From an optimization exercise on the open Yosys and OpenROAD flow, aimed at small area, a short achievable clock period and few clock cycles; shortcuts taken in it are not production practice.
Only simulation tests tie the RTL to the original design; equivalence was not proved.
No run shown here takes its clock network from TritonCTS; it comes from the design's own scripts or RTL.
The clock port is modelled as an ideal driver, which makes a skipped or thinned clock tree look cheaper than it is; a real chip needs a root buffer or a tree.
Power and IR drop assume default switching activity.

`design/flow/flow/run.sh`:
```
#!/bin/bash
# The standard layout (standard.sh), except that the clock tree is built
# by flow/cts_hook.tcl, run by ORFS's CTS step as its PRE_CTS_TCL hook,
# instead of by TritonCTS. make's full output goes to flow_make.log; each
# ORFS step keeps its own log under orfs/logs/.
set -euo pipefail
export PRE_CTS_TCL="$(pwd)/flow/cts_hook.tcl"
bash standard.sh finish > flow_make.log 2>&1
```
`design/flow/flow/cts_hook.tcl`:
```
# Clock tree for ORFS's CTS step (sourced as PRE_CTS_TCL). The clock port
# drives one root buffer, which drives leaf buffers placed at the centres of
# groups of nearby flip-flops (k-means on their placed locations), about 22
# flip-flops per leaf. TritonCTS is then skipped: its H-tree for this design
# has 16 leaves of about 11 flip-flops, with more buffer area and a longer
# insertion delay. Every flip-flop sees the same two buffer levels.
proc mycts_build { nleaf rootm leafm } {
  set db [ord::get_db]
  set block [ord::get_db_block]
  set clknet [$block findNet clk]
  set sinks {}
  foreach it [$clknet getITerms] {
    if { [$it isInputSignal] } { lappend sinks $it }
  }
  set pts {}
  foreach it $sinks {
    set inst [$it getInst]
    set b [$inst getBBox]
    lappend pts [list [expr {([$b xMin] + [$b xMax]) / 2.0}] [expr {([$b yMin] + [$b yMax]) / 2.0}]]
  }
  set n [llength $pts]
  # k-means, seeded by points spread along the sorted x order
  set order [lsort -real -index 0 $pts]
  set cs {}
  for {set k 0} {$k < $nleaf} {incr k} {
    lappend cs [lindex $order [expr {int(($k + 0.5) * $n / $nleaf)}]]
  }
  for {set iter 0} {$iter < 50} {incr iter} {
    set asg {}
    foreach p $pts {
      set best 0; set bd 1e30
      for {set k 0} {$k < $nleaf} {incr k} {
        set c [lindex $cs $k]
        set d [expr {abs([lindex $p 0] - [lindex $c 0]) + abs([lindex $p 1] - [lindex $c 1])}]
        if {$d < $bd} { set bd $d; set best $k }
      }
      lappend asg $best
    }
    set ncs {}
    for {set k 0} {$k < $nleaf} {incr k} {
      set sx 0; set sy 0; set m 0
      foreach p $pts a $asg { if {$a == $k} { set sx [expr {$sx + [lindex $p 0]}]; set sy [expr {$sy + [lindex $p 1]}]; incr m } }
      if {$m > 0} { lappend ncs [list [expr {$sx / $m}] [expr {$sy / $m}]] } else { lappend ncs [lindex $cs $k] }
    }
    set cs $ncs
  }
  set rootmaster [$db findMaster $rootm]
  set leafmaster [$db findMaster $leafm]
  set rootnet [odb::dbNet_create $block "clknet_root"]
  $rootnet setSigType CLOCK
  set root [odb::dbInst_create $block $rootmaster "clkbuf_root"]
  [$root findITerm A] connect $clknet
  [$root findITerm X] connect $rootnet
  set rx 0; set ry 0
  foreach c $cs { set rx [expr {$rx + [lindex $c 0]}]; set ry [expr {$ry + [lindex $c 1]}] }
  $root setLocation [expr {int($rx / $nleaf)}] [expr {int($ry / $nleaf)}]
  $root setPlacementStatus PLACED
  set leafnets {}
  for {set k 0} {$k < $nleaf} {incr k} {
    set net [odb::dbNet_create $block "clknet_leaf_$k"]
    $net setSigType CLOCK
    set inst [odb::dbInst_create $block $leafmaster "clkbuf_leaf_$k"]
    [$inst findITerm A] connect $rootnet
    [$inst findITerm X] connect $net
    set c [lindex $cs $k]
    $inst setLocation [expr {int([lindex $c 0])}] [expr {int([lindex $c 1])}]
    $inst setPlacementStatus PLACED
    lappend leafnets $net
  }
  foreach it $sinks a $asg {
    $it disconnect
    $it connect [lindex $leafnets $a]
  }
  set counts {}
  for {set k 0} {$k < $nleaf} {incr k} { lappend counts [llength [lsearch -all $asg $k]] }
  puts "MYCTS sinks $n leaves $nleaf fanouts $counts"
}

set mycts_nsinks [llength [all_registers -clock_pins]]
mycts_build [expr {max(1, ($mycts_nsinks + 21) / 22)}] sky130_fd_sc_hd__clkbuf_16 sky130_fd_sc_hd__clkbuf_16
global_connect
set_propagated_clock [all_clocks]
rename clock_tree_synthesis tritoncts_clock_tree_synthesis
proc clock_tree_synthesis { args } {
  puts "cts_hook.tcl: clock tree already built, TritonCTS skipped"
}
```
`design/flow/standard.sh`:
```
#!/bin/bash
# synth_recipe.tcl (not shown) runs the flow's synth.tcl, then flattens the netlist and writes it again
# the make line also repeats each setting of config.mk as NAME=value (left out here)
make -C /OpenROAD-flow-scripts/flow DESIGN_CONFIG=/design/flow/config.mk WORK_HOME=/design/flow/orfs CLKGATE_MAP_FILE= SYNTH_SCRIPT=/design/flow/synth_recipe.tcl "${@:-finish}"
```
`design/flow/config.mk`:
```
export PLATFORM = sky130hd
export DESIGN_NAME = simd_histogram
export DESIGN_NICKNAME = simd_histogram
export VERILOG_FILES = /design/flow/design.v
export SDC_FILE = /design/flow/constraint.sdc
export NUM_CORES = 4
export LEC_CHECK = 0
export CAP_MARGIN = 20
export CORE_MARGIN = 2
export CORE_UTILIZATION = 40
export PLACE_DENSITY = 0.6
export SETUP_SLACK_MARGIN = 4.0
export SLEW_MARGIN = 20
```
`design/flow/constraint.sdc`:
```
create_clock -name core_clock -period 6.0 [get_ports {clk}]
set_input_delay 1.2000 -clock core_clock [delete_from_list [all_inputs] [get_ports {clk}]]
set_output_delay 1.2000 -clock core_clock [all_outputs]
set_load 0.01 [all_outputs]
```
`design/flow/design.v`:
```
module Histogram #(parameter INC = 0) (
	input        clk,
	input  [3:0] match,     
	input  [1:0] eq,        
	input  [1:0] ne,        
	input        clear,
	input  [4:0] loIn,      
	input        cyIn,
	input        pIn,
	input  [9:0] hiIn,
	output reg [4:0] lo,    
	output       cy,
	output       p,
	output reg [9:0] hi
);
wire a1 = match[0] & eq[0];
wire a0 = (match[0] | match[1]) & ne[0];
wire b1 = match[2] & eq[1];
wire b0 = (match[2] | match[3]) & ne[1];
wire s0 = loIn[0] ^ a0 ^ b0;
wire k0 = (loIn[0] & a0) | (b0 & (loIn[0] | a0));
wire t1 = loIn[1] ^ a1 ^ b1;
wire k1 = (loIn[1] & a1) | (b1 & (loIn[1] | a1));
wire s2 = t1 ^ k0;
wire c2 = k1 | (t1 & k0);
wire [4:0] loN = {loIn[4] ^ (cyIn & loIn[3] & loIn[2]), loIn[3] ^ (cyIn & loIn[2]), loIn[2] ^ cyIn, s2, s0};
wire       ovf = cyIn & loIn[4] & loIn[3] & loIn[2];
reg cyr;
always @(posedge clk) begin
	if (clear) begin
		lo  <= 5'd0;
		cyr <= 1'b0;
	end else begin
		lo  <= loN;
		cyr <= c2;
	end
end
assign cy = cyr;
generate
	if (INC) begin : G_INC
		wire [9:0] ones;
		wire       inc = pIn | ovf;
		genvar i;
		assign ones[0] = 1'b1;
		for (i = 1; i < 10; i = i + 1) begin : ONES
			assign ones[i] = ones[i-1] & hiIn[i-1];
		end
		always @(posedge clk) hi <= hiIn ^ (ones & {10{inc}});
		assign p = 1'b0;
	end else begin : G_MOVE
		reg pr;
		always @(posedge clk) begin
			if (clear) begin
				pr <= 1'b0;
				hi <= 10'd0;
			end else begin
				pr <= pIn | ovf;
				hi <= hiIn;
			end
		end
		assign p = pr;
	end
endgenerate
endmodule
module simd_histogram (
	input             clk,
	input             rst_n,
	input             img_ready,
	output     [11:0] img_addr,
	input      [31:0] img_data,
	output            hist_we,
	output      [2:0] hist_addr,
	output     [15:0] hist_data,
	output reg        hist_transmit
);
localparam [2:0] U0 = 3'd6;
localparam [11:0] A_LAST = 12'h800;    
reg        busy;       
reg        rd;         
reg [11:0] addr;
reg        v1;         
reg        v2;         
reg        v3;         
reg        ow;         
reg  [2:0] u;          
reg [11:0] px;         
reg  [1:0] eq, ne;     
wire go    = rst_n & ((~busy & ~ow & img_ready) | rd);
wire start = v3 & ~v2;
wire [2:0] nu = 3'd2 - u;    
wire       fb = addr[11] ^ addr[5] ^ addr[3] ^ addr[0] ^ (addr[10:0] == 11'd0);
always @(posedge clk) begin
	px   <= {img_data[31:29] + nu, img_data[23:21] + nu, img_data[15:13] + nu, img_data[7:5] + nu};
	eq[0] <= v1 & (img_data[15:13] == img_data[7:5]);
	ne[0] <= v1 & (img_data[15:13] != img_data[7:5]);
	eq[1] <= v1 & (img_data[31:29] == img_data[23:21]);
	ne[1] <= v1 & (img_data[31:29] != img_data[23:21]);
	addr <= go ? {addr[10:0], fb} : 12'd0;
	if (~rst_n) begin
		busy <= 1'b0;
		rd   <= 1'b0;
		v1   <= 1'b0;
		v2   <= 1'b0;
		v3   <= 1'b0;
		ow   <= 1'b1;
		u    <= U0;
		hist_transmit <= 1'b0;
	end else begin
		busy <= (busy & ~hist_transmit) | go;
		rd   <= go & (addr != A_LAST);
		v1   <= go;
		v2   <= v1;
		v3   <= v2;
		ow   <= start | (ow & (u != U0 + 3'd1));
		u    <= (busy | ow) ? u - 3'd1 : 3'd0;
		hist_transmit <= busy & ow & (u == U0 + 3'd2);
	end
end
assign img_addr  = addr;
assign hist_we   = ow;
assign hist_addr = u;
wire [4:0] lo [0:7];
wire       cy [0:7];
wire       p  [0:7];
wire [9:0] hi [0:7];
genvar s, l;
generate
	for (s = 0; s < 8; s = s + 1) begin : SLOT
		wire [3:0] match;
		for (l = 0; l < 4; l = l + 1) begin : PIX
			assign match[l] = (px[3*l+2:3*l] == s);
		end
		Histogram #(.INC(s == 0)) H (
			.clk(clk), .match(match), .eq(eq), .ne(ne), .clear(s == 1 ? ow : 1'b0),
			.loIn(lo[(s + 7) % 8]), .cyIn(cy[(s + 7) % 8]), .pIn(p[(s + 7) % 8]), .hiIn(hi[(s + 7) % 8]),
			.lo(lo[s]), .cy(cy[s]), .p(p[s]), .hi(hi[s]));
	end
endgenerate
assign hist_data = {1'b0, hi[0], lo[0]};
endmodule
```
==> results.tsv, run 1 <==
metric	value	unit
Critical path origin	ow	
routed len/inst	12.5	um
LEAKAGE	3.06	nW
top cell type's share of synthesized area	0.604	
crit path buf inv count	1	
largest net degree at the start of global routing	28	
outcome	complete, no violations	
Vias per Instance	4.51	
crit path cell chain	buf_6	
clock latency on the worst-skew pair	0.37	ns
Final Max Slew Viols	0	
drt drc	0	
Syn Inst Count	482	
WL final	9180	um
hold buffers post-CTS	0	
Tmin final	2.03	ns
post-synthesis instance area	5730	um2
syn avg cell area	11.9	um2
first-pass GRT wire length	15500	um
Synth area leaders	dfxtp_1 (60%), fa_1 (7.0%), ha_1 (5.5%)	
# rows	43	
top cell type by total area after synthesis	dfxtp_1	
r2r startpoint	px[2]	
Iteration-0 DRC Markers	132	
Die Area	15300	um2
critical path launch point type	register	
share of layout cells above drive strength 1	0.228	
Initial Utilization	0.411	
ys async rst share	0	
Layout Nets	635	
synth unique cells	33	
Top delay family on crit path	flip-flops	
number of global-route vias before repair	3352	
total grt overflow	0	
ANT cells	0	
FF+latch count, synth	173	
hold path startpoint	SLOT[1].H.hi[8]	
worst ir drop on vdd	0.000182	V
slowest CP cell	dfxtp_4	
critical path's largest stage delay	0.36	ns
core region area	13900	um2
I/O pins	68	
CP Max Fanout	2	
Port Buf Inserts	46	
Max Clk Rate	0.493	GHz
via count	3307	
Post-synth top cells	dfxtp_1 (173), inv_1 (49), xnor2_1 (31), nand2_1 (30), nand3_1 (26)	
Final Hold Viols	0	
total setup violations reported at the end of the flow	0	
syn nets	562	
Hold WC Path Type	register to register	
critical path required time	4.80	ns
CP endpoint kind	output port	
pre-CTS setup slack	3.19	ns
Setup TNS	0	ns
fillers	1239	
routability cong.	0.852	
Die Width	124	um
Main synth FF type	dfxtp_1	
ANT nets after route	0	
critical path class	register to output port	
Cell Pwr Density	325	nW/um2
worst path arrival time	0.83	ns
First-pass DRT Iterations	4	
Synthesis Warnings	3	
initial antenna violation count	0	
count leader, synth	dfxtp_1	
max_cap viols	0	
register area share after synthesis	0.604	
GRT Total Usage	0.124	
synthesis-to-finish area growth	21.2	%
Final period util	0.338	
Clock transition at path regs	0.09	ns
RSZ-0062 raised after global routing	true	
dpl hpwl	6360	um
chip height	124	um
clk_skew	0.0276	ns
worst setup margin	3.97	ns
Post-synth EDFFs	0	
==> logic make-up after synthesis <==
group | synth area share
xor+xnor | 0.0688
flops | 0.604
simple gates | 0.124
compound gates | 0.0375
fa+ha+maj | 0.124
other cells | 0.000654
buf+inv | 0.0408
==> layout by cell type, fill, tap and decap left out, types with 7 or more instances in the layout <==
master | netlist | final
nand2b_1 | 8 | 8
nor3_1 | 10 | 10
xor2_1 | 14 | 14
ha_1 | 25 | 21
fa_1 | 20 | 16
buf_6 | 0 | 32
buf_4 | 1 | 22
dfxtp_1 | 173 | 140
nand3_1 | 26 | 26
nand2_1 | 30 | 30
and2_1 | 14 | 14
a41o_1 | 7 | 7
clkbuf_16 | 0 | 9
inv_1 | 49 | 48
xnor2_1 | 31 | 27
nor2b_1 | 23 | 16
nor2_1 | 11 | 11
dfxtp_2 | 0 | 30
==> registers in the layout, summed over array words and instances, names as in the netlist <==
register and count:
SLOT.H.G_MOVE.pr 7, SLOT.H.lo 40, addr 12, busy 1
hist_transmit 1, ow 1, rd 1, ne 2
eq 2, px 12, v2 1, u 3
v3 1, v1 1, SLOT.H.cyr 8, SLOT.H.hi 80
==> timing repair <==
| item | in CTS | in global routing |
|---|---|---|
| pin swaps | 5 | 6 |
| buffers inserted | 21 | 1 |
| resized for setup | 217 | 17 |
| cloned | 0 | 1 |
| setup endpoints to repair | 55 | 59 |
| endpoints found under the hold margin | 0 | 0 |
==> through the flow <==
stage / instance area, um2 / instances / power (W) / hold WS [ns] / util
after floorplan: 5740 / 482 / 0.00154 / 0.310 / -
after global placement: 6390 / 701 / 0.00163 / 0.310 / 0.459
after detailed placement: 6390 / 701 / 0.00165 / 0.312 / 0.459
after CTS: 6890 / 731 / 0.00226 / 0.325 / 0.494
after global routing: 6950 / 733 / 0.00239 / 0.339 / 0.498
final: 6950 / 733 / 0.00226 / 0.324 / 0.498
==> path summary, 6_finish.rpt <==
kind | end | slack, ns | cells past startpoint
hold / removal | SLOT[2].H.hi[8] | 0.32 | 0
hold reg to reg | SLOT[2].H.hi[8] | 0.32 | 0
setup reg to reg | SLOT[5].H.cyr | 4.07 | 6
setup / recovery | hist_we | 3.97 | 1
==> final cells by class <==
type | count | area, um2 | share of cell area
buffer | 9 | 225 | 0.0324
inverter | 50 | 201 | 0.0290
sequential | 173 | 3510 | 0.506
tap | 180 | 225 | 0.0324
multi-input combinational | 253 | 2130 | 0.307
timing repair buffer | 68 | 647 | 0.0931
==> per-layer routing <==
layer | up-vias | routed length [um] | track usage
li1 | 1677 | - | -
met1 | 1563 | 4380 | 0.173
met2 | 55 | 4170 | 0.206
met3 | 12 | 489 | 0.0220
met4 | 0 | 145 | 0.0178
met5 | - | 0 | 0
==> power breakdown <==
part	total, W	leakage [nW]	internal, W	switching, W
logic	0.000355	1.53	0.000172	0.000183
registers	0.00132	1.41	0.00123	0.0000898
clock network	0.000585	0.111	0.000268	0.000316
total	0.00226	3.06	0.00167	0.000589
Testbench counts, summed over its fixed seeds: cycles 131,464.
==> run 2: changes to the inputs <==
--- a/design/flow/config.mk
+++ b/design/flow/config.mk
@@ -10,4 +10,4 @@
 export CORE_UTILIZATION = 40
 export PLACE_DENSITY = 0.6
-export SETUP_SLACK_MARGIN = 4.0
+export SETUP_SLACK_MARGIN = 3.7
 export SLEW_MARGIN = 20
==> results.tsv, run 2 <==
metric	value	unit
outcome	complete, no violations	
WL final	8820	um
Vias per Instance	4.48	
share of layout cells above drive strength 1	0.0545	
Die Area	15300	um2
top cell type's share of synthesized area	0.604	
number of global-route vias before repair	3278	
Max Clk Rate	0.439	GHz
CP endpoint kind	register	
Setup TNS	0	ns
critical path required time	6.24	ns
FF+latch count, synth	173	
syn nets	562	
count leader, synth	dfxtp_1	
synth unique cells	33	
clock latency on the worst-skew pair	0.37	ns
# rows	43	
max_cap viols	0	
Post-synth top cells	dfxtp_1 (173), inv_1 (49), xnor2_1 (31), nand2_1 (30), nand3_1 (26)	
critical path class	primary input to register	
Cell Pwr Density	334	nW/um2
Final Hold Viols	0	
post-synthesis instance area	5730	um2
worst path arrival time	2.52	ns
Die Width	124	um
routability cong.	0.849	
clk_skew	0.0214	ns
RSZ-0062 raised after global routing	false	
total setup violations reported at the end of the flow	0	
drt drc	0	
via count	3190	
critical path launch point type	primary input	
ANT cells	0	
top cell type by total area after synthesis	dfxtp_1	
synthesis-to-finish area growth	15.7	%
most common cell after layout, fill and taps aside	dfxtp_1	
Final Util	0.476	
Port Buf Inserts	46	
initial antenna violation count	0	
ANT nets after route	0	
pre-CTS setup slack	3.23	ns
Most flops, register	SLOT.H.hi	
Post-synth EDFFs	0	
GRT Total Usage	0.119	
Hold WC Path Type	register to register	
worst setup margin	3.72	ns
first-pass GRT wire length	14900	um
syn avg cell area	11.9	um2
CP Max Fanout	2	
ys async rst share	0	
Synth area leaders	dfxtp_1 (60%), fa_1 (7.0%), ha_1 (5.5%)	
core region area	13900	um2
Syn Inst Count	482	
max reg flops	80	
Synthesis Warnings	3	
Iteration-0 DRC Markers	141	
Final period util	0.380	
chip height	124	um
most frequent cells in the layout	dfxtp_1 (166), inv_1 (49), nand2_1 (30)	
dpl hpwl	6420	um
routed len/inst	12.4	um
fillers	1279	
Layout Nets	614	
total grt overflow	0	
Final Max Slew Viols	0	
Tmin final	2.28	ns
register area share after synthesis	0.604	
Main synth FF type	dfxtp_1	
Initial Utilization	0.411	
largest net degree at the start of global routing	29	
Top Registers	SLOT.H.hi: 80 flops, SLOT.H.lo: 40 flops	
I/O pins	68	
hold buffers post-CTS	0	
LEAKAGE	2.97	nW
worst ir drop on vdd	0.000202	V
First-pass DRT Iterations	4	
overall power	0.00221	W
Clock transition at path regs	0.09	ns
run 2: cell types whose count changed in the layout (fill, tap and decap cells not counted), sizes merged:
| cell | delta |
|---|---|
| buf | -53 |
| clkbuf | -2 |
| clkdlybuf4s15 | +1 |
| clkdlybuf4s50 | +8 |
| dlygate4sd2 | +25 |
| dlymetal6s2s | +1 |
| nor2b | -1 |
run 2: path summary, 6_finish.rpt:
path,start,end,slack [ns],depth (start not counted)
worst min register to register,SLOT[1].H.hi[7],SLOT[2].H.hi[7],0.33,0
worst max-delay path,img_data[29],px[11],3.72,5
worst min-delay path,SLOT[1].H.hi[7],SLOT[2].H.hi[7],0.33,0
worst max register to register,px[1],SLOT[3].H.cyr,4.04,6
run 2: logic make-up after synthesis:
kind of cell,share of synthesized area
xor+xnor,0.0688
flops,0.604
other cells,0.000654
simple gates,0.124
fa+ha+maj,0.124
compound gates,0.0375
buf+inv,0.0408
run 2: through the flow:
step | hold WS (ns) | instances | instance area (um2)
after detailed placement | 0.312 | 701 | 6380
after floorplan | 0.310 | 482 | 5730
after CTS | 0.321 | 712 | 6600
after global placement | 0.310 | 701 | 6380
final | 0.327 | 712 | 6630
after global routing | 0.330 | 712 | 6630
run 2: critical path, stage by stage:
cell and delay (ns):
clkdlybuf4s50_1 0.45, ha_1 0.23, fa_1 0.38, xnor2_1 0.14, xnor2_1 0.12
run 2: what timing repair did:
item / in CTS / in global routing
gates resized for setup: 39 / 11
setup endpoints to repair: 46 / 8
buffers inserted: 2 / 0
cloned: 0 / 0
run 2: layer usage:
layer,track usage,up-vias,wire length [um],part of all wire
met5,0,-,0,0
met4,0.0178,0,148,0.017
met3,0.0229,14,513,0.058
met2,0.208,56,3930,0.44
met1,0.157,1487,4240,0.48
li1,-,1633,-,-
run 2: cell type report:
cell class,instances,area [um2],share of cell area
repair buffers,48,442,0.0666
multi-input cells,252,2060,0.311
well taps,180,225,0.0340
inverters,50,201,0.0304
plain buffers,9,225,0.0340
flip-flops and latches,173,3480,0.524
run 2: power by group:
part | switching (W) | internal [W]
clock network | 0.000319 | 0.000269
registers | 0.0000897 | 0.00122
logic | 0.000167 | 0.000145
==> run 3: changes to the inputs <==
--- a/design/flow/config.mk
+++ b/design/flow/config.mk
@@ -10,4 +10,4 @@
 export CORE_UTILIZATION = 40
 export PLACE_DENSITY = 0.6
-export SETUP_SLACK_MARGIN = 3.7
+export SETUP_SLACK_MARGIN = 3.85
 export SLEW_MARGIN = 20
==> results.tsv, run 3 <==
metric	value	unit
synthesis-to-finish area growth	16.1	%
First-pass DRT Iterations	4	
routability cong.	0.849	
LEAKAGE	2.99	nW
chip height	124	um
ANT nets after route	0	
Cell Pwr Density	333	nW/um2
Combinational Power Share	0.145	
CP Max Fanout	2	
top cell type by total area after synthesis	dfxtp_1	
outcome	complete, no violations	
Top Registers	SLOT.H.hi: 80 flops, SLOT.H.lo: 40 flops	
Final Max Slew Viols	0	
fillers	1280	
Die Area	15300	um2
critical path's largest stage delay	0.33	ns
Synth area leaders	dfxtp_1 (60%), fa_1 (7.0%), ha_1 (5.5%)	
Tmin final	2.10	ns
Final Hold Viols	0	
Most flops, register	SLOT.H.hi	
Max Clk Rate	0.476	GHz
number of global-route vias before repair	3344	
Multi-input gate area	2060	um2
core region area	13900	um2
total grt overflow	0	
pre-CTS setup slack	3.23	ns
ANT cells	0	
dpl hpwl	6420	um
worst r2r path cells	6	
Seq pwr share	0.590	
most frequent cells in the layout	dfxtp_1 (146), inv_1 (49), nand2_1 (30), xnor2_1 (30)	
FF+latch count, synth	173	
syn avg cell area	11.9	um2
Final period util	0.350	
max reg flops	80	
Clock transition at path regs	0.09	ns
Switch Pwr	0.000577	W
routed len/inst	12.4	um
share of layout cells above drive strength 1	0.174	
max_cap viols	0	
crit path buf inv count	1	
worst reg2reg setup slack	4.04	ns
post-synthesis instance area	5730	um2
critical path launch point type	register	
clock latency on the worst-skew pair	0.37	ns
Port Buf Inserts	46	
Main synth FF type	dfxtp_1	
count leader, synth	dfxtp_1	
RSZ-0062 raised after global routing	false	
syn nets	562	
Reg2Reg Capture Point	SLOT[3].H.cyr	
WP depth	1	
Top delay family on crit path	flip-flops	
first-pass GRT wire length	15200	um
critical path class	register to output port	
worst ir drop on vdd	0.000202	V
via count	3271	
most common cell after layout, fill and taps aside	dfxtp_1	
register area share after synthesis	0.604	
hold-critical path depth	0	
worst setup path end	hist_data[10]	
Vias per Instance	4.51	
WL final	9020	um
slowest CP cell	dfxtp_2	
CP endpoint kind	output port	
clk_skew	0.0236	ns
Critical path origin	SLOT[0].H.hi[5]	
sequential cell area	3500	um2
Hold WC Path Type	register to register	
synth unique cells	33	
Syn Inst Count	482	
# rows	43	
Layout Nets	628	
critical path required time	4.80	ns
worst path arrival time	0.90	ns
I/O pins	68	
hold path startpoint	SLOT[1].H.hi[7]	
top cell type's share of synthesized area	0.604	
Initial Utilization	0.411	
Iteration-0 DRC Markers	122	
worst setup margin	3.90	ns
total setup violations reported at the end of the flow	0	
Clk network pwr share	0.265	
Die Width	124	um
Post-synth top cells	dfxtp_1 (173), inv_1 (49), xnor2_1 (31), nand2_1 (30), nand3_1 (26)	
drt drc	0	
Synthesis Warnings	3	
crit path cell chain	clkdlybuf4s15_2	
GRT Total Usage	0.122	
Setup TNS	0	ns
r2r startpoint	px[1]	
ys async rst share	0	
Int Power	0.00164	W
largest net degree at the start of global routing	29	
initial antenna violation count	0	
switching portion of total power	0.261	
Post-synth EDFFs	0	
==> run 3: cell counts after synthesis <==
No cell type changed its count.
==> run 3: cell type report <==
class / instances / area share
Buffer: 9 / 0.0338
Inverter: 50 / 0.0303
Multi-Input combinational cell: 252 / 0.310
Sequential cell: 173 / 0.527
Tap cell: 180 / 0.0338
Timing Repair Buffer: 62 / 0.0658
==> run 3: worst reg2reg max path, delay by kind of cell, from the launching register on <==
family	cells	cell delay (ns)
AND/OR/NAND/NOR	3	0.62
adder cells (fa/ha/maj)	2	0.73
flip-flops	1	0.48
buffers and inverters	1	0.04
==> run 3: stage by stage <==
step / util / std cells / hold WS, ns / total power [W] / cell area, um2
2_1_floorplan: - / 482 / 0.310 / 0.00154 / 5730
6_report: 0.478 / 726 / 0.322 / 0.00221 / 6660
4_1_cts: 0.485 / 722 / 0.321 / 0.00224 / 6760
3_3_place_gp: 0.458 / 701 / 0.310 / 0.00163 / 6380
5_1_grt: 0.478 / 726 / 0.331 / 0.00235 / 6660
3_5_place_dp: 0.458 / 701 / 0.312 / 0.00165 / 6380
==> run 3: how the worst min path moves through the flow <==
stage and endpoint:
5_1_grt SLOT[2].H.hi[7], 3_5_place_dp SLOT[2].H.hi[7], 6_report SLOT[2].H.hi[7], 4_1_cts SLOT[2].H.hi[7], 3_3_place_gp SLOT[7].H.hi[5], 2_1_floorplan SLOT[2].H.hi[0]
==> run 3: logic make-up after synthesis <==
| family | after synthesis | share of synthesized area |
|---|---|---|
| AOI/OAI and AO/OA | 29 | 0.0375 |
| xor gates and xnor gates | 45 | 0.0688 |
| adders and majority gates | 45 | 0.124 |
| buffers and inverters | 57 | 0.0408 |
| DFF | 173 | 0.604 |
| other | 1 | 0.000654 |
| and+or+nand+nor | 132 | 0.124 |
==> run 3: timing repair <==
action / CTS / global route
setup buffers: 12 / 4
hold buffers: 0 / 0
endpoints found under the setup margin: 51 / 46
resized for setup: 134 / 33
pin swaps: 1 / 1
==> run 3: metal layers <==
layer  up-vias  routed length (um)  GRT usage
met1      1541                4260      0.161
li1       1657                   -          -
met2        59                4080      0.214
met5         -                   0          0
met3        14                 529     0.0220
met4         0                 148     0.0178
==> run 3: power groups by stage <==
stage / registers, W / logic [W] / clock network [W]
floorplan: 0.00131 / 0.000226 / 0
global placement: 0.00134 / 0.000291 / 0
detailed placement: 0.00134 / 0.000302 / 0
CTS: 0.00130 / 0.000327 / 0.000608
global route: 0.00132 / 0.000374 / 0.000653
finish: 0.00131 / 0.000321 / 0.000587
==> run 4: changes to the inputs <==
--- a/design/flow/design.v
+++ b/design/flow/design.v
@@ -9,5 +9,5 @@
 	input        pIn,
 	input  [9:0] hiIn,
-	output reg [4:0] lo,    
+	output [4:0] lo,        
 	output       cy,
 	output       p,
@@ -27,13 +27,18 @@
 wire       ovf = cyIn & loIn[4] & loIn[3] & loIn[2];
 reg cyr;
+reg [1:0] xlo;
+reg [4:2] lor;
 always @(posedge clk) begin
 	if (clear) begin
-		lo  <= 5'd0;
+		xlo <= 2'b11;
+		lor <= 3'd0;
 		cyr <= 1'b0;
 	end else begin
-		lo  <= loN;
+		xlo <= loN[1:0] ^ 2'b11;
+		lor <= loN[4:2];
 		cyr <= c2;
 	end
 end
+assign lo = {lor, xlo ^ 2'b11};
 assign cy = cyr;
 generate
==> results.tsv, run 4 <==
metric	value	unit
LEAKAGE	2.96	nW
dpl hpwl	6420	um
ANT nets after route	0	
Combinational Power Share	0.132	
worst ir drop on vdd	0.000187	V
Int Power	0.00163	W
GRT Total Usage	0.120	
synth unique cells	36	
mux cell area share after synthesis	0	
Port Buf Inserts	46	
XOR/XNOR Fraction of Synth Area	0.0709	
number of global-route vias before repair	3157	
Vias per Instance	4.53	
ys async rst share	0	
Synth Area in Simple Gates	0.126	
total grt overflow	0	
Tmin final	2.13	ns
RSZ-0062 raised after global routing	false	
Setup TNS	0	ns
max_cap viols	0	
top cell type's share of synthesized area	0.611	
Synthesis Warnings	3	
top cell type by total area after synthesis	dfxtp_1	
Clk network pwr share	0.268	
Switch Pwr	0.000572	W
most crowded layer after global routing	met2	
CP Max Fanout	2	
Final period util	0.355	
count leader, synth	dfxtp_1	
syn avg cell area	12.2	um2
WL final	8950	um
Most flops, register	SLOT.H.hi	
Adder-Cell Fraction of Synth Area	0.126	
first-pass GRT wire length	14800	um
most frequent cells in the layout	dfxtp_1 (141), inv_1 (32), nand2_1 (30)	
grt met2 use	0.206	
Synth area leaders	dfxtp_1 (61%), fa_1 (7.1%), ha_1 (5.5%)	
worst-margin pin slew	0.516	ns
ANT cells	0	
met1 Resource Use GR	0.166	
hold buffers post-CTS	0	
routability cong.	0.826	
Initial Utilization	0.408	
core region area	13900	um2
register area share after synthesis	0.611	
Top Registers	SLOT.H.hi: 80 flops, SLOT.H.lor: 24 flops, SLOT.H.xlo: 16 flops	
Syn Inst Count	466	
critical path required time	6.23	ns
Die Width	123	um
post-synthesis instance area	5670	um2
synthesis-to-finish area growth	17.0	%
outcome	complete, no violations	
clock latency on the worst-skew pair	0.37	ns
Final Max Slew Viols	0	
Compound-Gate Fraction of Synth Area	0.0371	
via count	3250	
I/O pins	68	
CP endpoint kind	register	
max reg flops	80	
Clock transition at path regs	0.11	ns
drt drc	0	
critical path class	primary input to register	
max_slew headroom	0.655	
Cell Pwr Density	332	nW/um2
largest family of logic cells by synthesized area	simple AND/OR/NAND/NOR gates	
share of layout cells above drive strength 1	0.205	
worst path arrival time	2.36	ns
Final Util	0.478	
First-pass DRT Iterations	4	
Die Area	15100	um2
switching portion of total power	0.259	
syn nets	546	
chip height	123	um
Final Hold Viols	0	
# rows	43	
most common cell after layout, fill and taps aside	dfxtp_1	
overall power	0.00220	W
routed len/inst	12.5	um
Post-synth top cells	dfxtp_1 (173), inv_1 (33), nand2_1 (30), xnor2_1 (27), ha_1 (25)	
Post-synth EDFFs	0	
Iteration-0 DRC Markers	144	
Main synth FF type	dfxtp_1	
initial antenna violation count	0	
FF+latch count, synth	173	
total setup violations reported at the end of the flow	0	
Hold WC Path Type	register to register	
clk_skew	0.0369	ns
largest net degree at the start of global routing	33	
met3 usage	0.0129	
critical path launch point type	primary input	
Layout Nets	619	
Seq pwr share	0.599	
Max Clk Rate	0.470	GHz
-- run 4: metrics by stage --
step | worst slack [ns] | area [um2] | hold WS (ns) | std cells
after floorplan | 3.86 | 5670 | 0.310 | 466
after global placement | 3.26 | 6320 | 0.310 | 686
after detailed placement | 3.30 | 6320 | 0.312 | 686
after CTS | 3.77 | 6670 | 0.323 | 714
after global routing | 3.85 | 6630 | 0.329 | 717
final | 3.87 | 6630 | 0.319 | 717
-- run 4: power by group through the flow --
stage / clock [W] / combinational, W / sequential [W]
2_1_floorplan: 0 / 0.000204 / 0.00131
3_3_place_gp: 0 / 0.000257 / 0.00135
3_5_place_dp: 0 / 0.000264 / 0.00136
4_1_cts: 0.000614 / 0.000288 / 0.00132
5_1_grt: 0.000657 / 0.000332 / 0.00133
6_report: 0.000592 / 0.000291 / 0.00132
-- run 4: worst max-delay path: stages --
cell             delay, ns
clkdlybuf4s50_1       0.48
fa_2                  0.41
xnor2_1               0.14
xnor2_1               0.13
-- run 4: worst paths after layout --
kind              cells past startpoint             from  slack [ns]                to
setup reg to reg                      5            px[0]        4.00  SLOT[1].H.xlo[0]
setup / recovery                      4      img_data[6]        3.87             px[2]
hold reg to reg                       0  SLOT[3].H.hi[0]        0.32   SLOT[4].H.hi[0]
hold / removal                        0  SLOT[3].H.hi[0]        0.32   SLOT[4].H.hi[0]
-- run 4: final cells by class --
type | instances | area [um2]
plain buffers | 9 | 225
inverters | 34 | 128
fillers | 1292 | 7250
multi-input cells | 253 | 2060
repair buffers | 68 | 477
well taps | 180 | 225
flip-flops and latches | 173 | 3510
-- run 4: what timing repair did --
| action | in CTS | in global routing |
|---|---|---|
| setup buffers | 19 | 3 |
| setup endpoints to repair | 36 | 17 |
| gates resized for setup | 155 | 19 |
-- run 4: kinds of logic after synthesis --
| logic type | Yosys count |
|---|---|
| flops | 173 |
| simple gates | 133 |
| xor+xnor | 45 |
| fa+ha+maj | 45 |
| buf+inv | 40 |
| compound gates | 29 |
| other cells | 1 |
-- run 4: metal layers --
metal | up-vias | part of all wire
met2 | 60 | 0.46
met5 | - | 0
met4 | 0 | 0.018
li1 | 1640 | -
met3 | 12 | 0.045
met1 | 1538 | 0.48
Testbench counts of run 4, summed over its fixed seeds: cycles 131,464.
==> run 5: changes to the inputs <==
==> design/flow/flow/run.sh (replaced) <==
#!/bin/bash
# The standard layout (standard.sh), except that the clock tree is built
# by flow/cts_hook.tcl, run by ORFS's CTS step as its PRE_CTS_TCL hook,
# instead of by TritonCTS, and the port buffers are inserted as buf_1 cells
# (buffer_ports otherwise picks a delay cell, clkdlybuf4s50_1, larger and
# slower; the timing repair resizes any that need more drive). make's full output goes to flow_make.log; each
# ORFS step keeps its own log under orfs/logs/.
set -euo pipefail
export PRE_CTS_TCL="$(pwd)/flow/cts_hook.tcl"
export BUFFER_PORTS_ARGS="-buffer_cell sky130_fd_sc_hd__buf_1"
bash standard.sh finish > flow_make.log 2>&1
==> results.tsv, run 5 <==
metric	value	unit
Initial Utilization	0.408	
most common cell after layout, fill and taps aside	dfxtp_1	
CP endpoint kind	output port	
core region area	13900	um2
count leader, synth	dfxtp_1	
Final period util	0.349	
most frequent cells in the layout	dfxtp_1 (160), inv_1 (33), buf_1 (32)	
Clk network pwr share	0.273	
Die Area	15100	um2
top cell type's share of synthesized area	0.611	
Top delay family on crit path	flip-flops	
CP Max Fanout	2	
worst path arrival time	0.90	ns
Post-synth EDFFs	0	
dpl hpwl	6380	um
worst r2r path cells	6	
WHS Endpoint	SLOT[5].H.hi[7]	
max reg flops	80	
Setup TNS	0	ns
Hold WC Path Type	register to register	
critical path class	register to output port	
Vias per Instance	4.46	
initial antenna violation count	0	
Final Max Slew Viols	0	
routed len/inst	12.5	um
max_cap viols	0	
I/O pins	68	
Tmin final	2.10	ns
Switch Pwr	0.000565	W
total grt overflow	0	
Most flops, register	SLOT.H.hi	
Max Clk Rate	0.477	GHz
worst reg2reg setup slack	4.01	ns
syn nets	546	
syn avg cell area	12.2	um2
ANT cells	0	
post-synthesis instance area	5670	um2
LEAKAGE	2.71	nW
crit path buf inv count	1	
via count	3111	
critical path required time	4.80	ns
slowest CP cell	dfxtp_1	
Layout Nets	600	
register area share after synthesis	0.611	
r2r startpoint	px[2]	
Syn Inst Count	466	
Multi-input gate area	2050	um2
critical path's largest stage delay	0.36	ns
hold buffers post-CTS	0	
clk_skew	0.0296	ns
Int Power	0.00161	W
Final Hold Viols	0	
top cell type by total area after synthesis	dfxtp_1	
Synthesis Warnings	3	
Die Width	123	um
critical path launch point type	register	
number of global-route vias before repair	3073	
Port Buf Inserts	46	
Synth area leaders	dfxtp_1 (61%), fa_1 (7.1%), ha_1 (5.5%)	
Cell Pwr Density	344	nW/um2
crit path cell chain	buf_1	
Post-synth top cells	dfxtp_1 (173), inv_1 (33), nand2_1 (30), xnor2_1 (27), ha_1 (25)	
Top Registers	SLOT.H.hi: 80 flops, SLOT.H.lor: 24 flops, SLOT.H.xlo: 16 flops	
fillers	1306	
Combinational Power Share	0.117	
ys async rst share	0	
switching portion of total power	0.260	
WL final	8710	um
routability cong.	0.801	
outcome	complete, no violations	
Iteration-0 DRC Markers	207	
Clock transition at path regs	0.10	ns
Main synth FF type	dfxtp_1	
synthesis-to-finish area growth	11.6	%
hold-critical path depth	0	
# rows	43	
RSZ-0062 raised after global routing	false	
ANT nets after route	0	
total setup violations reported at the end of the flow	0	
hold path startpoint	SLOT[4].H.hi[7]	
synth unique cells	36	
share of layout cells above drive strength 1	0.0927	
first-pass GRT wire length	14500	um
worst ir drop on vdd	0.000182	V
largest net degree at the start of global routing	30	
drt drc	0	
First-pass DRT Iterations	5	
sequential cell area	3480	um2
clock latency on the worst-skew pair	0.38	ns
chip height	123	um
GRT Total Usage	0.118	
Reg2Reg Capture Point	SLOT[6].H.cyr	
Final Util	0.455	
FF+latch count, synth	173	
Seq pwr share	0.611	
==> run 5: cell counts after synthesis <==
Identical to the previous run, type by type.
==> run 5: worst max path at each step <==
stage | cells past startpoint | endpoint | start | slack [ns]
6_report | 1 | hist_data[11] | SLOT[0].H.hi[6] | 3.90
5_1_grt | 1 | img_addr[0] | addr[0] | 3.85
4_1_cts | 1 | hist_we | ow | 3.82
3_5_place_dp | 5 | px[5] | img_data[13] | 3.67
3_3_place_gp | 5 | px[5] | img_data[13] | 3.70
2_1_floorplan | 4 | px[11] | img_data[29] | 3.86
==> run 5: power by group through the flow <==
stage	clock (W)	sequential (W)	combinational, W
after floorplan	0	0.00131	0.000204
after global placement	0	0.00135	0.000233
after detailed placement	0	0.00136	0.000239
after CTS	0.000614	0.00133	0.000248
after global routing	0.000655	0.00134	0.000295
final	0.000594	0.00133	0.000254
==> run 5: what timing repair did <==
item | CTS | global route
buffers inserted | 1 | 2
setup endpoints to repair | 6 | 18
gates resized for setup | 9 | 21
==> run 5: per-stage QoR <==
stage / area (um2) / cells / hold slack, ns / power [W] / setup WS (ns)
floorplan: 5670 / 466 / 0.310 / 0.00152 / 3.86
global placement: 6030 / 686 / 0.310 / 0.00159 / 3.70
detailed placement: 6030 / 686 / 0.312 / 0.00160 / 3.67
CTS: 6280 / 696 / 0.331 / 0.00219 / 3.82
global route: 6320 / 698 / 0.338 / 0.00229 / 3.85
finish: 6320 / 698 / 0.326 / 0.00218 / 3.90
==> run 5: final cells by class <==
cell class	count	share of cell area
repair buffers	49	0.0336
well taps	180	0.0356
multi-input cells	253	0.324
inverters	34	0.0202
plain buffers	9	0.0356
flip-flops and latches	173	0.551
==> run 5: cell families after synthesis <==
logic type      Yosys count  synth area share
fa+ha+maj                45             0.126
compound gates           29            0.0371
buf+inv                  40            0.0278
xor+xnor                 45            0.0709
simple gates            133             0.126
flops                   173             0.611
other cells               1          0.000662
==> run 5: metal layers <==
layer  track usage  up-vias  share of wire
met5             0        -              0
met4        0.0220        0          0.017
met3        0.0143       10          0.045
met2         0.200       54           0.46
met1         0.163     1439           0.48
li1              -     1608              -
==> run 6: changes to the inputs <==
--- a/design/flow/design.v
+++ b/design/flow/design.v
@@ -80,7 +80,5 @@
 );
 localparam [2:0] U0 = 3'd6;
-localparam [11:0] A_LAST = 12'h800;    
 reg        busy;       
-reg        rd;         
 reg [11:0] addr;
 reg        v1;         
@@ -90,19 +88,19 @@
 reg  [2:0] u;          
 reg [11:0] px;         
-reg  [1:0] eq, ne;     
+reg  [1:0] eq;         
+wire a0    = (addr[10:0] == 11'd0);    
+wire rd    = busy & ~(a0 & ~addr[11]);
 wire go    = rst_n & ((~busy & ~ow & img_ready) | rd);
 wire start = v3 & ~v2;
+wire [1:0] ne = {2{v2}} & ~eq;    
 wire [2:0] nu = 3'd2 - u;    
-wire       fb = addr[11] ^ addr[5] ^ addr[3] ^ addr[0] ^ (addr[10:0] == 11'd0);
+wire       fb = addr[11] ^ addr[5] ^ addr[3] ^ addr[0] ^ a0;
 always @(posedge clk) begin
 	px   <= {img_data[31:29] + nu, img_data[23:21] + nu, img_data[15:13] + nu, img_data[7:5] + nu};
 	eq[0] <= v1 & (img_data[15:13] == img_data[7:5]);
-	ne[0] <= v1 & (img_data[15:13] != img_data[7:5]);
 	eq[1] <= v1 & (img_data[31:29] == img_data[23:21]);
-	ne[1] <= v1 & (img_data[31:29] != img_data[23:21]);
 	addr <= go ? {addr[10:0], fb} : 12'd0;
 	if (~rst_n) begin
 		busy <= 1'b0;
-		rd   <= 1'b0;
 		v1   <= 1'b0;
 		v2   <= 1'b0;
@@ -113,5 +111,4 @@
 	end else begin
 		busy <= (busy & ~hist_transmit) | go;
-		rd   <= go & (addr != A_LAST);
 		v1   <= go;
 		v2   <= v1;
--- a/design/flow/config.mk
+++ b/design/flow/config.mk
@@ -8,6 +8,6 @@
 export CAP_MARGIN = 20
 export CORE_MARGIN = 2
-export CORE_UTILIZATION = 40
-export PLACE_DENSITY = 0.6
+export CORE_UTILIZATION = 25
+export PLACE_DENSITY = 0.5
 export SETUP_SLACK_MARGIN = 3.85
 export SLEW_MARGIN = 20
==> results.tsv, run 6 <==
metric	value	unit
hold-critical path depth	0	
Synth area leaders	dfxtp_1 (61%), fa_1 (7.1%), ha_1 (5.6%)	
syn nets	548	
Final Max Slew Viols	0	
drt drc	0	
Setup TNS	0	ns
Clock transition at path regs	0.10	ns
worst-margin pin slew	0.529	ns
CP endpoint kind	output port	
Die Width	154	um
largest net degree at the start of global routing	31	
total setup violations reported at the end of the flow	0	
Most flops, register	SLOT.H.hi	
Die Area	23700	um2
Critical path origin	SLOT[0].H.xlo[1]	
FF+latch count, synth	170	
max_slew headroom	0.646	
Iteration-0 DRC Markers	104	
max reg flops	80	
max_cap viols	0	
most frequent cells in the layout	dfxtp_1 (154), inv_1 (32), nand2_1 (31)	
sequential cell area	3440	um2
register area share after synthesis	0.607	
clock latency on the worst-skew pair	0.38	ns
CP Max Fanout	2	
Initial Utilization	0.256	
Reg2Reg Capture Point	SLOT[6].H.cyr	
critical path required time	4.80	ns
fillers	2288	
crit path cell chain	inv_1, clkbuf_2	
first-pass GRT wire length	16500	um
r2r startpoint	px[7]	
worst path arrival time	0.91	ns
I/O pins	68	
Cell Pwr Density	332	nW/um2
WL final	9760	um
Synthesis Warnings	3	
worst setup margin	3.89	ns
hold path startpoint	SLOT[2].H.hi[5]	
dpl hpwl	7150	um
Hold WC Path Type	register to register	
top cell type's share of synthesized area	0.607	
First-pass DRT Iterations	4	
Post-synth top cells	dfxtp_1 (170), inv_1 (32), nand2_1 (31), ha_1 (25), nor2b_1 (24)	
top cell type by total area after synthesis	dfxtp_1	
Top Registers	SLOT.H.hi: 80 flops, SLOT.H.lor: 24 flops, SLOT.H.xlo: 16 flops	
final hold slack	0.307	ns
worst reg2reg setup slack	3.99	ns
critical path's largest stage delay	0.38	ns
ys async rst share	0	
share of layout cells above drive strength 1	0.104	
most common cell after layout, fill and taps aside	dfxtp_1	
ANT nets after route	0	
critical path launch point type	register	
RSZ-0062 raised after global routing	true	
via count	3205	
Final period util	0.351	
LEAKAGE	2.70	nW
syn avg cell area	12.0	um2
worst ir drop on vdd	0.000133	V
pre-CTS setup slack	3.59	ns
Vias per Instance	4.01	
core region area	21900	um2
total grt overflow	0	
Syn Inst Count	468	
count leader, synth	dfxtp_1	
initial antenna violation count	0	
clk_skew	0.0333	ns
Main synth FF type	dfxtp_1	
routability cong.	0.860	
Post-synth EDFFs	0	
slowest CP cell	dfxtp_2	
# rows	54	
outcome	complete, no violations	
Final Util	0.293	
number of global-route vias before repair	3381	
GRT Total Usage	0.0820	
WHS Endpoint	SLOT[3].H.hi[5]	
Final Hold Viols	0	
Max Clk Rate	0.475	GHz
synthesis-to-finish area growth	14.3	%
Port Buf Inserts	46	
routed len/inst	12.2	um
chip height	154	um
ANT cells	0	
Multi-input gate area	2060	um2
Tmin final	2.11	ns
worst r2r path cells	6	
synth unique cells	34	
critical path class	register to output port	
post-synthesis instance area	5610	um2
hold buffers post-CTS	0	
Layout Nets	601	
[run 6: final cells by class]
type	count	share of cell area
Sequential cell	170	0.536
Multi-Input combinational cell	259	0.321
Tap cell	280	0.0546
Buffer	9	0.0351
Timing Repair Buffer	49	0.0343
Inverter	32	0.0187
[run 6: what timing repair did]
action	4_1_cts	5_1_grt
resized for setup	19	24
hold endpoints to repair	0	0
endpoints found under the setup margin	15	25
buffers inserted	2	1
[run 6: worst max-delay path by stage]
stage	endpoint	slack, ns
5_1_grt	SLOT[1].H.cyr	3.82
2_1_floorplan	px[11]	3.86
4_1_cts	hist_data[3]	3.85
3_3_place_gp	hist_we	3.64
3_5_place_dp	hist_we	3.59
6_report	hist_data[1]	3.89
[run 6: report_power, final]
part | switching [W] | total [W] | internal (W) | leakage, nW
Sequential | 0.0000976 | 0.00129 | 0.00120 | 1.38
Clock | 0.000321 | 0.000589 | 0.000268 | 0.111
Combinational | 0.000133 | 0.000245 | 0.000112 | 1.20
Total | 0.000552 | 0.00213 | 0.00158 | 2.70
[run 6: cells by family after synthesis]
kind of cell             after synthesis  synth area share
adder cells (fa/ha/maj)               45             0.127
buffers and inverters                 39            0.0268
AND/OR/NAND/NOR                      141             0.135
other                                  1          0.000669
flip-flops                           170             0.607
XOR/XNOR                              43            0.0698
AO/OA/AOI/OAI                         29            0.0339
[run 6: layer usage]
layer | routed length, um | part of all wire | GRT usage
met1 | 4840 | 0.50 | 0.113
met2 | 4260 | 0.44 | 0.136
met3 | 337 | 0.035 | 0.00930
met4 | 326 | 0.033 | 0.0232
met5 | 0 | 0 | 0
[run 6: worst max-delay path: cells and delay by family, from the launching register on]
| kind | cells | cell delay, ns |
|---|---|---|
| flops | 1 | 0.38 |
| buf+inv | 2 | 0.17 |
[run 6: metrics by stage]
step	total power, W	cell area, um2	instances
CTS	0.00215	6370	798
finish	0.00213	6410	799
global route	0.00225	6410	799
detailed placement	0.00155	6100	787
floorplan	0.00147	5610	468
global placement	0.00154	6100	787
Testbench counts of run 6, summed over its fixed seeds: cycles 131,464.
==> run 7: changes to the inputs <==
--- a/design/flow/config.mk
+++ b/design/flow/config.mk
@@ -8,6 +8,6 @@
 export CAP_MARGIN = 20
 export CORE_MARGIN = 2
-export CORE_UTILIZATION = 25
-export PLACE_DENSITY = 0.5
+export CORE_UTILIZATION = 60
+export PLACE_DENSITY = 0.75
 export SETUP_SLACK_MARGIN = 3.85
 export SLEW_MARGIN = 20
==> results.tsv, run 7 <==
metric	value	unit
outcome	complete, no violations	
max_slew headroom	0.664	
Setup TNS	0	ns
ys async rst share	0	
max reg flops	80	
Most flops, register	SLOT.H.hi	
critical path class	register to output port	
Final period util	0.353	
Synthesis Warnings	3	
clk_skew	0.0241	ns
first-pass GRT wire length	13800	um
Synth area leaders	dfxtp_1 (61%), fa_1 (7.1%), ha_1 (5.6%)	
routed len/inst	13.5	um
GRT Total Usage	0.167	
sequential cell area	3420	um2
clock latency on the worst-skew pair	0.37	ns
share of layout cells above drive strength 1	0.0636	
hold buffers post-CTS	0	
crit path buf inv count	1	
Port Buf Inserts	46	
syn avg cell area	12.0	um2
CP Max Fanout	3	
most crowded layer after global routing	met2	
ANT nets after route	0	
hold-critical path depth	0	
synthesis-to-finish area growth	9.93	%
I/O pins	68	
LEAKAGE	2.64	nW
pre-CTS setup slack	3.67	ns
routability cong.	0.891	
ANT cells	0	
Top Registers	SLOT.H.hi: 80 flops, SLOT.H.lor: 24 flops, SLOT.H.xlo: 16 flops	
chip height	101	um
Cell Pwr Density	341	nW/um2
CP endpoint kind	output port	
# rows	35	
critical path launch point type	register	
Layout Nets	601	
Main synth FF type	dfxtp_1	
worst-margin pin slew	0.503	ns
Vias per Instance	5.01	
Initial Utilization	0.613	
number of global-route vias before repair	3066	
initial antenna violation count	0	
critical path required time	4.80	ns
WP depth	1	
First-pass DRT Iterations	4	
crit path cell chain	clkbuf_2	
worst path arrival time	0.92	ns
Hold WC Path Type	register to register	
Multi-input gate area	2060	um2
critical path's largest stage delay	0.41	ns
fin area	6170	um2
Final Hold Viols	0	
RSZ-0062 raised after global routing	false	
Syn Inst Count	468	
WL final	8490	um
Tmin final	2.12	ns
post-synthesis instance area	5610	um2
met1 Resource Use GR	0.224	
Max Clk Rate	0.472	GHz
top cell type's share of synthesized area	0.607	
Post-synth EDFFs	0	
FF+latch count, synth	170	
Clock transition at path regs	0.09	ns
Die Width	101	um
worst r2r path cells	8	
Top delay family on crit path	flip-flops	
worst setup margin	3.88	ns
Die Area	10100	um2
met3 usage	0.0194	
count leader, synth	dfxtp_1	
syn nets	548	
fillers	677	
dpl hpwl	5970	um
Final Util	0.674	
core region area	9150	um2
most common cell after layout, fill and taps aside	dfxtp_1	
most frequent cells in the layout	dfxtp_1 (162), buf_1 (38), inv_1 (32)	
drt drc	0	
Post-synth top cells	dfxtp_1 (170), inv_1 (32), nand2_1 (31), ha_1 (25), nor2b_1 (24)	
worst ir drop on vdd	0.000229	V
Iteration-0 DRC Markers	147	
via count	3156	
overall power	0.00210	W
grt met2 use	0.300	
total setup violations reported at the end of the flow	0	
Final Max Slew Viols	0	
slowest CP cell	dfxtp_1	
top cell type by total area after synthesis	dfxtp_1	
register area share after synthesis	0.607	
largest net degree at the start of global routing	28	
synth unique cells	34	
max_cap viols	0	
placed cell area	5890	um2
total grt overflow	0	
run 7: cell counts after synthesis:
Identical to the previous run, type by type.
run 7: cell families (layout without fill, tap and decap cells):
kind of cell             after synthesis  count (layout)  share of synthesized area
AO/OA/AOI/OAI                         29              29                     0.0339
XOR/XNOR                              43              43                     0.0698
adder cells (fa/ha/maj)               45              45                      0.127
buffers and inverters                 39              90                     0.0268
flip-flops                           170             170                      0.607
other                                  1               1                   0.000669
AND/OR/NAND/NOR                      141             141                      0.135
run 7: per-stage QoR:
stage / hold WS (ns) / instances
after floorplan: 0.310 / 468
after global placement: 0.311 / 618
after detailed placement: 0.313 / 618
after CTS: 0.322 / 628
after global routing: 0.332 / 630
final: 0.316 / 630
run 7: worst paths after layout:
kind | slack (ns) | end | startpoint
min reg2reg | 0.32 | SLOT[5].H.hi[6] | SLOT[4].H.hi[6]
min | 0.32 | SLOT[5].H.hi[6] | SLOT[4].H.hi[6]
max | 3.88 | hist_data[3] | SLOT[0].H.lor[3]
max reg2reg | 4.02 | SLOT[1].H.cyr | px[6]
run 7: final cells by class:
| cell class | instances | share of cell area |
|---|---|---|
| multi-input combinational | 259 | 0.334 |
| timing repair buffer | 49 | 0.0333 |
| inverter | 32 | 0.0195 |
| sequential | 170 | 0.554 |
| buffer | 9 | 0.0365 |
| tap | 111 | 0.0225 |
run 7: metal layers:
metal / share of wire / routed length, um
met1: 0.47 / 3950
met2: 0.48 / 4070
met3: 0.041 / 345
met4: 0.015 / 128
met5: 0 / 0
run 7: repair_timing:
action / in CTS / in global routing
buffers inserted: 1 / 2
cloned: 0 / 0
resized for setup: 10 / 9
pin swaps: 0 / 0
endpoints found under the hold margin: 0 / 0
endpoints found under the setup margin: 6 / 9
run 7: power by group:
| group | leakage (nW) | total (W) | switching [W] | internal [W] |
|---|---|---|---|---|
| registers | 1.38 | 0.00129 | 0.0000972 | 0.00120 |
| clock network | 0.111 | 0.000576 | 0.000308 | 0.000268 |
| logic | 1.15 | 0.000233 | 0.000124 | 0.000109 |
| total | 2.64 | 0.00210 | 0.000530 | 0.00157 |
==> run 8: changes to the inputs <==
--- a/design/flow/config.mk
+++ b/design/flow/config.mk
@@ -8,6 +8,6 @@
 export CAP_MARGIN = 20
 export CORE_MARGIN = 2
-export CORE_UTILIZATION = 60
-export PLACE_DENSITY = 0.75
-export SETUP_SLACK_MARGIN = 3.85
+export CORE_UTILIZATION = 40
+export PLACE_DENSITY = 0.6
+export SETUP_SLACK_MARGIN = 3.95
 export SLEW_MARGIN = 20
==> results.tsv, run 8 <==
metric	value	unit
outcome	complete, no violations	
number of global-route vias before repair	3062	
core region area	13800	um2
CP endpoint kind	output port	
synthesis-to-finish area growth	18.2	%
clk_skew	0.0385	ns
Layout Nets	618	
critical path launch point type	register	
synth unique cells	34	
post-synthesis instance area	5610	um2
Synthesis Warnings	3	
Int Power	0.00160	W
WL final	9150	um
Switch Pwr	0.000551	W
GRT Total Usage	0.120	
drt drc	0	
CP Max Fanout	2	
register area share after synthesis	0.607	
crit path cell chain	inv_2, buf_6	
total grt overflow	0	
worst-margin pin slew	0.552	ns
most common cell after layout, fill and taps aside	dfxtp_1	
# rows	43	
RSZ-0062 raised after global routing	true	
LEAKAGE	2.86	nW
ys async rst share	0	
Main synth FF type	dfxtp_1	
Hold WC Path Type	register to register	
Combinational Power Share	0.129	
placed cell area	5990	um2
Final Hold Viols	0	
initial antenna violation count	0	
ANT nets after route	0	
Vias per Instance	4.54	
most frequent cells in the layout	dfxtp_1 (138), nand2_1 (31), inv_1 (30)	
Max Clk Rate	0.484	GHz
max_cap viols	0	
Clock transition at path regs	0.11	ns
chip height	122	um
critical path's largest stage delay	0.34	ns
Post-synth EDFFs	0	
largest net degree at the start of global routing	34	
count leader, synth	dfxtp_1	
Tmin final	2.07	ns
max_slew headroom	0.631	
Iteration-0 DRC Markers	171	
I/O pins	68	
critical path required time	4.80	ns
worst ir drop on vdd	0.000171	V
Setup TNS	0	ns
Post-synth top cells	dfxtp_1 (170), inv_1 (32), nand2_1 (31), ha_1 (25), nor2b_1 (24)	
Die Area	15000	um2
Final period util	0.344	
syn nets	548	
dpl hpwl	6400	um
slowest CP cell	dfxtp_2	
clock latency on the worst-skew pair	0.39	ns
Final Max Slew Viols	0	
total setup violations reported at the end of the flow	0	
crit path buf inv count	2	
switching portion of total power	0.256	
Top Registers	SLOT.H.hi: 80 flops, SLOT.H.lor: 24 flops, SLOT.H.xlo: 16 flops	
Most flops, register	SLOT.H.hi	
max reg flops	80	
Die Width	122	um
syn avg cell area	12.0	um2
critical path class	register to output port	
Seq pwr share	0.599	
Synth area leaders	dfxtp_1 (61%), fa_1 (7.1%), ha_1 (5.6%)	
via count	3254	
fin area	6630	um2
Clk network pwr share	0.272	
First-pass DRT Iterations	4	
worst path arrival time	0.87	ns
Cell Pwr Density	325	nW/um2
routability cong.	0.870	
Layout Cells excl Fill	716	
ANT cells	0	
Syn Inst Count	468	
Top delay family on crit path	flip-flops	
placed insts	687	
FF+latch count, synth	170	
top cell type's share of synthesized area	0.607	
Initial Utilization	0.407	
Port Buf Inserts	46	
routed len/inst	12.8	um
share of layout cells above drive strength 1	0.203	
top cell type by total area after synthesis	dfxtp_1	
first-pass GRT wire length	14600	um
fillers	1270	
==> run 8: cell counts after synthesis <==
Identical to the previous run, type by type.
==> run 8: cell families after synthesis <==
group                      Yosys count  synth area share
adders and majority gates           45             0.127
other                                1          0.000669
DFF                                170             0.607
xor gates and xnor gates            43            0.0698
and+or+nand+nor                    141             0.135
AOI/OAI and AO/OA                   29            0.0339
buffers and inverters               39            0.0268
==> run 8: stage by stage <==
| stage | total power (W) | hold slack, ns | setup slack (ns) | util |
|---|---|---|---|---|
| global route | 0.00226 | 0.326 | 3.90 | 0.482 |
| global placement | 0.00154 | 0.311 | 3.68 | 0.435 |
| CTS | 0.00216 | 0.321 | 3.91 | 0.474 |
| finish | 0.00215 | 0.314 | 3.93 | 0.482 |
| floorplan | 0.00147 | 0.310 | 3.90 | - |
| detailed placement | 0.00155 | 0.312 | 3.69 | 0.435 |
==> run 8: path summary, 6_finish.rpt <==
| path | cells after the start | start | endpoint | slack, ns |
|---|---|---|---|---|
| min reg2reg | 0 | SLOT[2].H.hi[5] | SLOT[3].H.hi[5] | 0.31 |
| max reg2reg | 6 | px[6] | SLOT[5].H.cyr | 4.10 |
| max | 2 | SLOT[0].H.xlo[1] | hist_data[1] | 3.93 |
| min | 0 | SLOT[2].H.hi[5] | SLOT[3].H.hi[5] | 0.31 |
==> run 8: area by class of cell <==
type / instances / area [um2] / area share
plain buffers: 9 / 225 / 0.0340
inverters: 32 / 120 / 0.0181
multi-input cells: 259 / 2080 / 0.314
flip-flops and latches: 170 / 3460 / 0.521
well taps: 180 / 225 / 0.0340
repair buffers: 66 / 526 / 0.0792
==> run 8: timing repair <==
action,in CTS,in global routing
setup endpoints to repair,32,36
buffers inserted,19,1
hold buffers,0,0
gates resized for setup,82,22
==> run 8: power by group through the flow <==
stage | sequential [W] | combinational, W | clock [W]
2_1_floorplan | 0.00128 | 0.000189 | 0
3_3_place_gp | 0.00132 | 0.000218 | 0
3_5_place_dp | 0.00132 | 0.000225 | 0
4_1_cts | 0.00128 | 0.000270 | 0.000605
5_1_grt | 0.00130 | 0.000316 | 0.000643
6_report | 0.00129 | 0.000279 | 0.000585
==> run 8: routing by layer <==
| metal | global-route usage | up-vias | routed length [um] |
|---|---|---|---|
| met3 | 0.0116 | 14 | 430 |
| met1 | 0.170 | 1528 | 4310 |
| li1 | - | 1639 | - |
| met4 | 0.0194 | 0 | 180 |
| met2 | 0.203 | 73 | 4220 |
| met5 | 0 | - | 0 |
==> run 9: changes to the inputs <==
--- a/design/flow/flow/run.sh
+++ b/design/flow/flow/run.sh
@@ -9,3 +9,4 @@
 export PRE_CTS_TCL="$(pwd)/flow/cts_hook.tcl"
 export BUFFER_PORTS_ARGS="-buffer_cell sky130_fd_sc_hd__buf_1"
+export RECOVER_POWER=100
 bash standard.sh finish > flow_make.log 2>&1
--- a/design/flow/config.mk
+++ b/design/flow/config.mk
@@ -10,4 +10,4 @@
 export CORE_UTILIZATION = 40
 export PLACE_DENSITY = 0.6
-export SETUP_SLACK_MARGIN = 3.95
+export SETUP_SLACK_MARGIN = 3.85
 export SLEW_MARGIN = 20
==> results.tsv, run 9 <==
metric	value	unit
outcome	complete, no violations	
LEAKAGE	2.64	nW
Port Buf Inserts	46	
FF+latch count, synth	170	
placed insts	687	
# rows	43	
Die Width	122	um
max reg flops	80	
CP endpoint kind	output port	
max_slew headroom	0.567	
CP Max Fanout	5	
syn avg cell area	12.0	um2
register area share after synthesis	0.607	
first-pass GRT wire length	14500	um
ANT cells	0	
worst-margin pin slew	0.650	ns
worst path arrival time	0.98	ns
Hold WC Path Type	register to register	
Most flops, register	SLOT.H.hi	
most common cell after layout, fill and taps aside	dfxtp_1	
Final Max Slew Viols	0	
max_cap viols	0	
Max Clk Rate	0.459	GHz
Layout Nets	602	
critical path class	register to output port	
routed len/inst	12.5	um
core region area	13800	um2
via count	3142	
r2r startpoint	px[0]	
ANT nets after route	0	
Vias per Instance	4.49	
Seq pwr share	0.611	
most frequent cells in the layout	dfxtp_1 (170), buf_1 (33), inv_1 (32)	
Critical path origin	u[2]	
worst ir drop on vdd	0.000167	V
total setup violations reported at the end of the flow	0	
Synth area leaders	dfxtp_1 (61%), fa_1 (7.1%), ha_1 (5.6%)	
Int Power	0.00157	W
Final Hold Viols	0	
Multi-input gate area	2050	um2
synth unique cells	34	
hold path startpoint	SLOT[6].H.hi[0]	
WL final	8740	um
sequential cell area	3400	um2
Synthesis Warnings	3	
number of global-route vias before repair	3089	
Setup TNS	0	ns
Syn Inst Count	468	
Clk network pwr share	0.276	
crit path buf inv count	1	
Final period util	0.363	
Tmin final	2.18	ns
Top delay family on crit path	flip-flops	
Main synth FF type	dfxtp_1	
syn nets	548	
First-pass DRT Iterations	4	
Combinational Power Share	0.112	
post-synthesis instance area	5610	um2
RSZ-0062 raised after global routing	false	
Die Area	15000	um2
worst reg2reg setup slack	3.97	ns
critical path's largest stage delay	0.44	ns
Cell Pwr Density	339	nW/um2
Post-synth top cells	dfxtp_1 (170), inv_1 (32), nand2_1 (31), ha_1 (25), nor2b_1 (24)	
initial antenna violation count	0	
top cell type by total area after synthesis	dfxtp_1	
clock latency on the worst-skew pair	0.37	ns
ys async rst share	0	
fillers	1327	
WP depth	1	
slowest CP cell	dfxtp_1	
synthesis-to-finish area growth	11.0	%
dpl hpwl	6250	um
switching portion of total power	0.256	
worst r2r path cells	8	
I/O pins	68	
Iteration-0 DRC Markers	105	
clk_skew	0.0242	ns
Switch Pwr	0.000539	W
critical path required time	4.80	ns
total grt overflow	0	
routability cong.	0.829	
Reg2Reg Capture Point	SLOT[1].H.cyr	
top cell type's share of synthesized area	0.607	
crit path cell chain	clkbuf_2	
Layout Cells excl Fill	700	
GRT Total Usage	0.118	
Clock transition at path regs	0.08	ns
Post-synth EDFFs	0	
count leader, synth	dfxtp_1	
largest net degree at the start of global routing	28	
chip height	122	um
critical path launch point type	register	
worst setup path end	hist_addr[2]	
Top Registers	SLOT.H.hi: 80 flops, SLOT.H.lor: 24 flops, SLOT.H.xlo: 16 flops	
Final Util	0.452	
Initial Utilization	0.407	
share of layout cells above drive strength 1	0.0423	
drt drc	0	
==> run 9: cell types whose count changed in the layout (fill, tap and decap cells not counted), sizes merged <==
cell	change
buf	-30
clkbuf	+14
==> run 9: cell families after synthesis <==
kind of cell    synth area share
compound gates            0.0339
flops                      0.607
buf+inv                   0.0268
other cells             0.000669
xor+xnor                  0.0698
fa+ha+maj                  0.127
simple gates               0.135
==> run 9: how the worst min path moves through the flow <==
stage / end / slack (ns) / cells after the start
floorplan: SLOT[2].H.hi[0] / 0.31 / 0
global route: SLOT[7].H.hi[6] / 0.33 / 0
finish: SLOT[7].H.hi[0] / 0.32 / 0
CTS: SLOT[4].H.hi[6] / 0.33 / 0
detailed placement: SLOT[3].H.hi[2] / 0.31 / 0
global placement: SLOT[2].H.hi[2] / 0.31 / 0
==> run 9: final cells by class <==
cell class / instances / area share
flip-flops and latches: 170 / 0.546
multi-input cells: 259 / 0.329
plain buffers: 9 / 0.0362
well taps: 180 / 0.0362
repair buffers: 50 / 0.0331
inverters: 32 / 0.0193
==> run 9: worst reg2reg max path: stages, from the launching register on <==
cell and delay, ns:
dfxtp_1 0.49, nor2b_1 0.34, nor2b_1 0.17, o21ai_0 0.15, fa_1 0.48, inv_1 0.07, ha_1 0.13, inv_1 0.03
a21oi_1 0.10
==> run 9: power groups by stage <==
| stage | clock (W) | sequential [W] | combinational, W |
|---|---|---|---|
| 2_1_floorplan | 0 | 0.00128 | 0.000187 |
| 3_3_place_gp | 0 | 0.00132 | 0.000215 |
| 3_5_place_dp | 0 | 0.00132 | 0.000220 |
| 4_1_cts | 0.000605 | 0.00129 | 0.000238 |
| 5_1_grt | 0.000644 | 0.00130 | 0.000277 |
| 6_report | 0.000583 | 0.00129 | 0.000237 |
==> run 9: through the flow <==
step	worst slack, ns	hold slack [ns]	area, um2	power (W)
final	3.82	0.324	6230	0.00211
after global routing	3.77	0.327	6230	0.00222
after CTS	3.86	0.326	6240	0.00213
after detailed placement	3.65	0.312	5980	0.00155
after global placement	3.68	0.311	5980	0.00153
after floorplan	3.86	0.310	5610	0.00147
==> run 9: repair_timing <==
item                                    in CTS  in global routing
setup buffers                                2                  2
gates resized for setup                     10                 19
pin swaps                                    0                  0
endpoints found under the setup margin       7                 17
endpoints found under the hold margin        0                  0
hold buffers                                 0                  0
==> run 9: metal layers <==
layer | track usage | up-vias | wire [um]
li1 | - | 1610 | -
met1 | 0.162 | 1473 | 4240
met2 | 0.205 | 49 | 3990
met3 | 0.0158 | 10 | 388
met4 | 0.0151 | 0 | 116
met5 | 0 | - | 0

==> port drivers added, routing unchanged <==
How much do the figures lean on ideal ports? The routed layouts below were timed once more, with nothing changed but the port constraints. Step 1 (the two cells are an assumption about what drives the block):
set clk [get_ports {clk}]
set_driving_cell -lib_cell sky130_fd_sc_hd__clkbuf_16 $clk
set_driving_cell -lib_cell sky130_fd_sc_hd__buf_2 [delete_from_list [all_inputs] $clk]
Step 2 adds t to the input delays and takes it off the output delays; t is the mean of the earliest and latest rising clock arrival at the registers after step 1. Input paths then give back, and output paths get back, about the clock's delay inside the block. a / b / c = ideal ports / drivers / drivers and shift; a / b = the first two.
run	t, ns	setup slack, ns	worst setup path at the end
run 1	0.391	3.970 / 3.932 / 3.660	input to register
run 2	0.394	3.723 / 3.725 / 3.344	input to register
run 3	0.394	3.901 / 3.863 / 3.545	input to register
run 4	0.394	3.871 / 3.859 / 3.492	input to register
run 5	0.405	3.904 / 3.865 / 3.691	input to register
run 6	0.408	3.894 / 3.848 / 3.668	input to register
run 7	0.394	3.881 / 3.844 / 3.672	input to register
run 8	0.406	3.935 / 3.895 / 3.714	input to register
run 9	0.398	3.821 / 3.786 / 3.614	input to register
After both steps every run listed still meets setup and hold.
